This design comes from an exercise in tuning for small area and a short achievable clock period on the open sky130 flow, not from production work. Where RTL was checked, it was by simulation tests only, not by an equivalence proof against the original. Power and IR drop assume default switching activity.

==> flow/design.v (excerpt) <==
module SPI_WRAPPER(
  input    MOSI,
  input    clk,
  input    rst_n,
  input    SS_n,
  output   MISO
);
Size in the first run: ~2,800 cells after synthesis, about 2,100 flip-flops, about 5 I/O pins, about 50,000 sq um of cells after synthesis.
clock: 6.5 ns
lec_check: 0
cap_margin: 40
core_margin: 2
core_utilization: 88
setup_slack_margin: 4
slew_margin: 40
standard.sh (not shown) runs the stock make flow with config.mk's settings and CLKGATE_MAP_FILE= SYNTH_SCRIPT=/design/flow/synth_recipe.tcl, a recipe that flattens the netlist after the stock synthesis.
==> flow/flow/run.sh <==
#!/bin/bash
# Standard layout with custom clock-tree-synthesis arguments, and every combinational cell
# set to its smallest size after floorplan (timing repair upsizes what it needs).
set -euo pipefail
export CTS_ARGS="-sink_clustering_enable -repair_clock_nets -dont_use_dummy_load -sink_clustering_size 16 -sink_clustering_max_diameter 45 -buf_list sky130_fd_sc_hd__clkbuf_8 -root_buf sky130_fd_sc_hd__clkbuf_16"
export POST_FLOORPLAN_TCL=$PWD/flow/downsize.tcl
bash standard.sh > standard.log 2>&1
==> flow/flow/downsize.tcl <==
# Replace each combinational cell by the smallest cell of the same function family
# (same name without the drive-strength suffix); timing repair later upsizes where needed.
set n 0
foreach inst [get_cells *] {
  set lc [get_lib_cell -of_objects $inst]
  if {[regexp {^sky130_fd_sc_hd__(df|edf|sdf|dl|sdl|bufbuf|lpflow)} [get_name $lc]]} { continue }
  set name [get_name $lc]
  if {![regexp {^(sky130_fd_sc_hd__[a-z0-9]+)_([0-9]+)$} $name -> base drv]} { continue }
  if {[regexp {^sky130_fd_sc_hd__(clk|dly|conb|tap|fill|decap|diode)} $name]} { continue }
  set best ""; set best_area 1e9
  foreach cand [get_lib_cells ${base}_*] {
    set cn [get_name $cand]
    if {![regexp "^${base}_\[0-9\]+\$" $cn]} { continue }
    if {[lsearch -exact $::env(DONT_USE_CELLS) $cn] >= 0} { continue }
    set a [get_property $cand area]
    if {$a < $best_area} { set best_area $a; set best $cn }
  }
  if {$best ne "" && $best ne $name} {
    replace_cell $inst [lindex [get_lib_cells $best] 0]
    incr n
  }
}
puts "downsize: replaced $n cells"
Change:
Settings changed: CORE_UTILIZATION 88 to 80.
Outcome:
- The changed run ran to the end with no violations
- design area barely changes
- power falls by 1.3%
- synthesized area does not change
- final cell count climbs by 1.0%
- routed wire length falls by 21%
- global-route usage shrinks by 9.6 points
- core utilization falls by 7.9 points
- non-clock buffer count rose by 2
Change:
==> flow/flow/run.sh (replaced) <==
#!/bin/bash
# Standard layout with custom clock-tree-synthesis arguments.
set -euo pipefail
export CTS_ARGS="-sink_clustering_enable -repair_clock_nets -dont_use_dummy_load -sink_clustering_size 25 -sink_clustering_max_diameter 60"
bash standard.sh > standard.log 2>&1
Settings changed: CORE_UTILIZATION 80 to 65.
removed: flow/flow/downsize.tcl
Via count came out lower by a few percent.
Synthesized area is unchanged.
Design area came out higher by a few percent.
Global-route usage came out lower by 4.8 points.
Non-clock buffer count came out higher by 4.
Cell count came out higher by a few percent.
Worst setup slack degrades by 37 ps.
Change:
--- a/flow/flow/run.sh
+++ b/flow/flow/run.sh
@@ -2 +2,2 @@
-# Standard layout with custom clock-tree-synthesis arguments.
+# Standard layout with custom clock-tree-synthesis arguments, and every combinational cell
+# set to its smallest size after floorplan (timing repair upsizes what it needs).
@@ -4,0 +6 @@
+export POST_FLOORPLAN_TCL=$PWD/flow/downsize.tcl
==> flow/flow/downsize.tcl (new file) <==
# Replace each combinational cell by the smallest cell of the same function family
# (same name without the drive-strength suffix); timing repair later upsizes where needed.
set n 0
foreach inst [get_cells *] {
  set lc [get_lib_cell -of_objects $inst]
  if {[regexp {^sky130_fd_sc_hd__(df|edf|sdf|dl|sdl|bufbuf|lpflow)} [get_name $lc]]} { continue }
  set name [get_name $lc]
  if {![regexp {^(sky130_fd_sc_hd__[a-z0-9]+)_([0-9]+)$} $name -> base drv]} { continue }
  if {[regexp {^sky130_fd_sc_hd__(clk|dly|conb|tap|fill|decap|diode)} $name]} { continue }
  set best ""; set best_area 1e9
  foreach cand [get_lib_cells ${base}_*] {
    set cn [get_name $cand]
    if {![regexp "^${base}_\[0-9\]+\$" $cn]} { continue }
    if {[lsearch -exact $::env(DONT_USE_CELLS) $cn] >= 0} { continue }
    set a [get_property $cand area]
    if {$a < $best_area} { set best_area $a; set best $cn }
  }
  if {$best ne "" && $best ne $name} {
    replace_cell $inst [lindex [get_lib_cells $best] 0]
    incr n
  }
}
puts "downsize: replaced $n cells"
Settings changed: CORE_UTILIZATION 65 to 80.
The changed run completed without violations.
Clock skew hardly moves.
Die area goes down by 18%.
Routed wire length goes up by 5.7%.
Total power goes down by 0.87%.
Count of clock-buffer cells in the layout goes down by 7.
Final cell count goes down by 5.1%.


Another version of the RTL of SPI_WRAPPER (not shown whole).
For scale: ~2900 cells after synthesis, about 2100 flip-flops, ~5 I/O pins, about 0.049 sq mm of cells after synthesis.
clock: 6.5 ns
lec_check: 0
cap_margin: 40
core_margin: 2
core_utilization: 65
setup_slack_margin: 4
slew_margin: 40
run.sh (not shown) runs the stock make flow with config.mk's settings and CLKGATE_MAP_FILE= SYNTH_SCRIPT=/design/flow/synth_recipe.tcl, a recipe that flattens the netlist after the stock synthesis.
Stock flow here: none of the scripts above is used.
The starting point passed the timing, DRC and antenna checks.
Next try:
- CORE_UTILIZATION: 65 -> 40
- SETUP_SLACK_MARGIN: 4 -> not set
What happened: Sequential share of layout area hardly moves; via count goes down by a few percent; total power decreases slightly; wire length came out lower by a few percent; count of clock-buffer cells in the layout shrinks by 4; setup slack loses 830 ps; cell area barely changes; die area went up by well over a third.
Next try:
- CORE_UTILIZATION: 40 -> 65
- CTS_CLUSTER_DIAMETER: not set -> 60
- CTS_CLUSTER_SIZE: not set -> 25
- SETUP_SLACK_MARGIN: not set -> 4
After rerunning: The changed run went through all stages and came out clean. Critical path depth climbs by 1. Sequential cell count is unchanged. Power went down by about a fifth. Global-route usage rose by 8.2 points. Wire length shrinks slightly. Count of clock-buffer cells in the layout goes down by 145. Die area came out lower by well over a third. Non-clock buffer count came out higher by 30. Setup slack gains 840 ps.
No run of this note included a check of the RTL's function; only the layout flow was run.


The RTL this note starts from:
==> flow/design.v <==
module SPI_SLAVE(
    input            clk,
    input            rst_n,
    input            MOSI,
    input            SS_n,
    input      [7:0] tx_data,
    input            tx_valid,
    output     [9:0] rx_data,
    output reg       rx_valid,
    output reg       MISO
);
localparam IDLE      = 3'b000;
localparam CHK_CMD   = 3'b001;
localparam WRITE     = 3'b011;
localparam READ_ADD  = 3'b010;
localparam READ_DATA = 3'b110;
reg [2:0]  cs, ns;
reg [3:0]  counter;       
reg        read_add_flg;
reg        loaded;        
reg [10:0] sr;
assign rx_data = sr[10:1];
always @(posedge clk)
    sr <= {sr[9:0], MOSI};
always @(*) begin
    case (cs)
        IDLE:      ns = SS_n ? IDLE : CHK_CMD;
        CHK_CMD:   ns = SS_n ? IDLE : (!MOSI ? WRITE : (read_add_flg ? READ_DATA : READ_ADD));
        WRITE:     ns = SS_n ? IDLE : WRITE;
        READ_ADD:  ns = SS_n ? IDLE : READ_ADD;
        READ_DATA: ns = SS_n ? IDLE : READ_DATA;
        default:   ns = IDLE;
    endcase
end
always @(posedge clk or negedge rst_n) begin
    if (!rst_n)
        cs <= IDLE;
    else
        cs <= ns;
end
wire collect = (cs == WRITE) || (cs == READ_ADD) || (cs == READ_DATA && !tx_valid);
wire shift   = (cs == READ_DATA) && tx_valid;
always @(posedge clk or negedge rst_n) begin
    if (!rst_n) begin
        rx_valid     <= 1'b0;
        MISO         <= 1'b0;
        counter      <= 4'hf;
        read_add_flg <= 1'b0;
        loaded       <= 1'b0;
    end else begin
        rx_valid <= 1'b0;
        if (cs == IDLE) begin
            MISO    <= 1'b0;
            counter <= 4'hf;
            loaded  <= 1'b0;
        end
        if (collect) begin
            counter <= counter + 4'd1;
            if (counter == 4'd9) begin
                rx_valid <= 1'b1;
                counter  <= 4'hf;
                if (cs == READ_ADD)  read_add_flg <= 1'b1;
                if (cs == READ_DATA) read_add_flg <= 1'b0;
            end
        end
        if (shift) begin
            if (counter == 4'hf) begin
                loaded  <= 1'b1;
                counter <= 4'd7;
            end else begin
                MISO    <= loaded & tx_data[~counter[2:0]];
                counter <= counter - 4'd1;
            end
        end
    end
end
endmodule
module RAM (
    input            clk,
    input            rst_n,
    input      [9:0] din,
    input            rx_valid,
    output reg [7:0] dout,
    output reg       tx_valid
);
reg [2:0] phase;
reg [2:0] slot;
reg [3:0] sel_lo;
reg [7:0] sel_hi;
reg       addr_rst;
reg       dirty;
wire match = (phase == slot);
wire wr    = dirty & match;
wire ld    = rx_valid & ~din[8];
wire wev   = rx_valid & ~din[9] & din[8];
wire clr   = addr_rst & (~dirty | match);
wire [7:0] grp [0:7];
genvar g, h;
generate
    for (h = 0; h < 8; h = h + 1) begin : bank
        wire [7:0] tap [0:3];
        for (g = 0; g < 4; g = g + 1) begin : ring
            reg [63:0] r;
            wire we = wr & sel_hi[h] & sel_lo[g];
            always @(posedge clk)
                r <= {r[55:0], we ? dout : r[63:56]};
            assign tap[g] = r[63:56];
        end
        assign grp[h] = ({8{sel_lo[0]}} & tap[0]) | ({8{sel_lo[1]}} & tap[1])
                      | ({8{sel_lo[2]}} & tap[2]) | ({8{sel_lo[3]}} & tap[3]);
    end
endgenerate
wire [7:0] rd = ({8{sel_hi[0]}} & grp[0]) | ({8{sel_hi[1]}} & grp[1])
              | ({8{sel_hi[2]}} & grp[2]) | ({8{sel_hi[3]}} & grp[3])
              | ({8{sel_hi[4]}} & grp[4]) | ({8{sel_hi[5]}} & grp[5])
              | ({8{sel_hi[6]}} & grp[6]) | ({8{sel_hi[7]}} & grp[7]);
always @(posedge clk)
    phase <= phase + 3'd1;
always @(posedge clk) begin
    if (ld) begin
        slot   <= din[7:5];
        sel_hi <= 8'd1 << din[4:2];
        sel_lo <= 4'd1 << din[1:0];
    end else if (clr) begin
        slot   <= 3'd0;
        sel_hi <= 8'd1;
        sel_lo <= 4'd1;
    end
end
always @(posedge clk or negedge rst_n) begin
    if (!rst_n)
        addr_rst <= 1'b1;
    else if (ld | ~dirty | match)
        addr_rst <= 1'b0;
end
always @(posedge clk) begin
    if (wev)
        dirty <= 1'b1;
    else if (match)
        dirty <= 1'b0;
end
reg [7:0] mq;
reg       fq;
always @(posedge clk) begin
    mq <= rd;
    fq <= match & ~dirty & ~wev;
end
always @(posedge clk) begin
    if (wev)
        dout <= din[7:0];
    else if (fq)
        dout <= mq;
end
always @(posedge clk or negedge rst_n) begin
    if (!rst_n)
        tx_valid <= 1'b0;
    else if (rx_valid)
        tx_valid <= din[9] & din[8];
end
endmodule
module SPI_WRAPPER(
  input    MOSI,
  input    clk,
  input    rst_n,
  input    SS_n,
  output   MISO
);
wire        rx_valid, tx_valid;
wire [9:0]  rx_data;
wire [7:0]  tx_data;
SPI_SLAVE SPISLAVE (
    .clk(clk),
    .rst_n(rst_n),
    .MOSI(MOSI),
    .rx_data(rx_data),
    .tx_data(tx_data),
    .SS_n(SS_n),
    .rx_valid(rx_valid),
    .tx_valid(tx_valid),
    .MISO(MISO)
);
RAM ram_mem (
    .clk(clk),
    .rst_n(rst_n),
    .din(rx_data),
    .dout(tx_data),
    .rx_valid(rx_valid),
    .tx_valid(tx_valid)
);
endmodule
Settings: LEC_CHECK=0, ABC_AREA=1, CAP_MARGIN=40, CORE_MARGIN=2, CORE_UTILIZATION=65, CTS_CLUSTER_DIAMETER=60, CTS_CLUSTER_SIZE=25, SETUP_SLACK_MARGIN=4, SLEW_MARGIN=40; clock period 6.5 ns.
Rerun with:
==> flow/flow/run.sh (new file) <==
#!/bin/bash
# Standard layout with custom clock-tree-synthesis arguments.
set -euo pipefail
export CTS_ARGS="-sink_clustering_enable -repair_clock_nets -dont_use_dummy_load -sink_clustering_size 25 -sink_clustering_max_diameter 60"
bash standard.sh > standard.log 2>&1
==> flow/standard.sh (new file) <==
#!/bin/bash
# synth_recipe.tcl (not shown) runs the flow's synth.tcl, then flattens the netlist and writes it again
# the make line also repeats each setting of config.mk as NAME=value (left out here)
make -C /OpenROAD-flow-scripts/flow DESIGN_CONFIG=/design/flow/config.mk WORK_HOME=/design/flow/orfs CLKGATE_MAP_FILE= SYNTH_SCRIPT=/design/flow/synth_recipe.tcl "${@:-finish}"
--- a/flow/config.mk
+++ b/flow/config.mk
@@ -8 +7,0 @@
-export ABC_AREA = 1
@@ -11,3 +10 @@
-export CORE_UTILIZATION = 65
-export CTS_CLUSTER_DIAMETER = 60
-export CTS_CLUSTER_SIZE = 25
+export CORE_UTILIZATION = 80
removed: flow/run.sh
After rerunning:
- The changed run finished with timing, DRC and antenna clean
- fmax goes up by 3.0%
- register-to-register slack got worse by 0.12 ns
- clock-buffer cell count came out lower by 23
Rerun with:
==> flow/run.sh (new file) <==
#!/bin/bash
# synth_recipe.tcl (not shown) runs the flow's synth.tcl, then flattens the netlist and writes it again
# the make line also repeats each setting of config.mk as NAME=value (left out here)
make -C /OpenROAD-flow-scripts/flow DESIGN_CONFIG=/design/flow/config.mk WORK_HOME=/design/flow/orfs CLKGATE_MAP_FILE= SYNTH_SCRIPT=/design/flow/synth_recipe.tcl finish
--- a/flow/config.mk
+++ b/flow/config.mk
@@ -10,2 +10,4 @@
-export CORE_UTILIZATION = 80
-export SETUP_SLACK_MARGIN = 4
+export CORE_UTILIZATION = 65
+export CTS_CLUSTER_DIAMETER = 60
+export CTS_CLUSTER_SIZE = 25
+export SETUP_SLACK_MARGIN = 5
removed: flow/flow/run.sh
removed: flow/standard.sh
The new run passed the timing, DRC and antenna checks.
Final cell count grows by 8.1%.
Area after synthesis does not change.
Wire length is lower by 12%.
Cell area rises by 5.4%.
First-iteration DRC count went down by 28%.
Utilization went down by 12 points.
Rerun with:
==> flow/flow/run.sh (new file) <==
#!/bin/bash
# Standard layout with custom clock-tree-synthesis arguments.
set -euo pipefail
export CTS_ARGS="-sink_clustering_enable -repair_clock_nets -dont_use_dummy_load -sink_clustering_size 30 -sink_clustering_max_diameter 50"
bash standard.sh > standard.log 2>&1
==> flow/standard.sh (new file) <==
#!/bin/bash
# synth_recipe.tcl (not shown) runs the flow's synth.tcl, then flattens the netlist and writes it again
# the make line also repeats each setting of config.mk as NAME=value (left out here)
make -C /OpenROAD-flow-scripts/flow DESIGN_CONFIG=/design/flow/config.mk WORK_HOME=/design/flow/orfs CLKGATE_MAP_FILE= SYNTH_SCRIPT=/design/flow/synth_recipe.tcl "${@:-finish}"
--- a/flow/config.mk
+++ b/flow/config.mk
@@ -11,3 +11 @@
-export CTS_CLUSTER_DIAMETER = 60
-export CTS_CLUSTER_SIZE = 25
-export SETUP_SLACK_MARGIN = 5
+export SETUP_SLACK_MARGIN = 4
removed: flow/run.sh
Effect:
- The changed run finished clean
- non-clock buffer count went down by 54
- area after synthesis stays the same
- worst hold slack got worse by 0.058 ns
- register-to-register slack degrades by 0.40 ns
- worst setup slack degrades by 0.0033 ns
- first-iteration DRC count increases by a few percent
- count of clock-buffer cells in the layout goes up by 25
- routed wire length drops by a few percent
- final area goes down by a few percent
Rerun with:
==> flow/run.sh (new file) <==
#!/bin/bash
# synth_recipe.tcl (not shown) runs the flow's synth.tcl, then flattens the netlist and writes it again
# the make line also repeats each setting of config.mk as NAME=value (left out here)
make -C /OpenROAD-flow-scripts/flow DESIGN_CONFIG=/design/flow/config.mk WORK_HOME=/design/flow/orfs CLKGATE_MAP_FILE= SYNTH_SCRIPT=/design/flow/synth_recipe.tcl finish
--- a/flow/config.mk
+++ b/flow/config.mk
@@ -10,0 +11,2 @@
+export CTS_CLUSTER_DIAMETER = 60
+export CTS_CLUSTER_SIZE = 25
removed: flow/flow/run.sh
removed: flow/standard.sh
Outcome:
- critical path depth stays the same
- fmax is about the same
- wire length came out lower by 0.43%
- clock-buffer cell count went down by 27
- final cell count stays the same
- total power shrinks by 2.9%
- non-clock buffer count is unchanged
- setup slack improves by 0.0073 ns

## re-timing with driven ports
No port has a modelled driver above. Below, the same layouts with a new extraction and two added sets of constraints. Step 1 (the two cells are an assumption about what drives the block):
set clk [get_ports {clk}]
set_driving_cell -lib_cell sky130_fd_sc_hd__clkbuf_16 $clk
set_driving_cell -lib_cell sky130_fd_sc_hd__buf_2 [delete_from_list [all_inputs] $clk]
Step 2 adds t to the input delays and takes it off the output delays; t is the mean of the earliest and latest rising clock arrival at the registers after step 1. Input paths then give back, and output paths get back, about the clock's delay inside the block. a / b / c = ideal ports / drivers / drivers and shift; a / b = the first two.
run	t, ns	setup WS [ns]	worst setup path at the end	slew at the worst register clock pin (ns)	worst data-port slew with drivers (ns)
the first run of note 1	0.732	3.989 / 3.936 / 3.989	register to register	0.11 / 0.11	0.03
the second run of note 1	0.721	4.018 / 3.956 / 4.067	register to register	0.11 / 0.11	0.04
the third run of note 1	0.714	3.980 / 3.912 / 4.033	register to register	0.09 / 0.09	0.03
the fourth run of note 1	0.708	4.042 / 3.981 / 4.058	register to register	0.10 / 0.10	0.04
the first run of note 2	0.804	3.919 / 3.853 / 3.976	register to register	0.07 / 0.07	0.05
the second run of note 2	0.825	3.087 / 3.087 / 3.087	register to register	0.07 / 0.07	0.03
the third run of note 2	0.726	3.931 / 3.914 / 3.931	register to register	0.10 / 0.10	0.04
the first run of note 3	0.734	3.935 / 3.870 / 4.130	register to register	0.10 / 0.10	0.03
the second run of note 3	0.712	4.009 / 3.954 / 3.939	input to register	0.10 / 0.10	0.05
the third run of note 3	0.726	3.971 / 3.904 / 4.315	input to register	0.10 / 0.10	0.04
the fourth run of note 3	0.772	3.968 / 3.901 / 4.104	register to register	0.10 / 0.10	0.03
the fifth run of note 3	0.732	3.975 / 3.907 / 4.131	register to register	0.10 / 0.10	0.03
After both steps setup and hold are still met in every run listed. The setup slack of the second run of note 3, which loses most, moves by -0.055 ns with the drivers and by -0.070 ns with both steps.
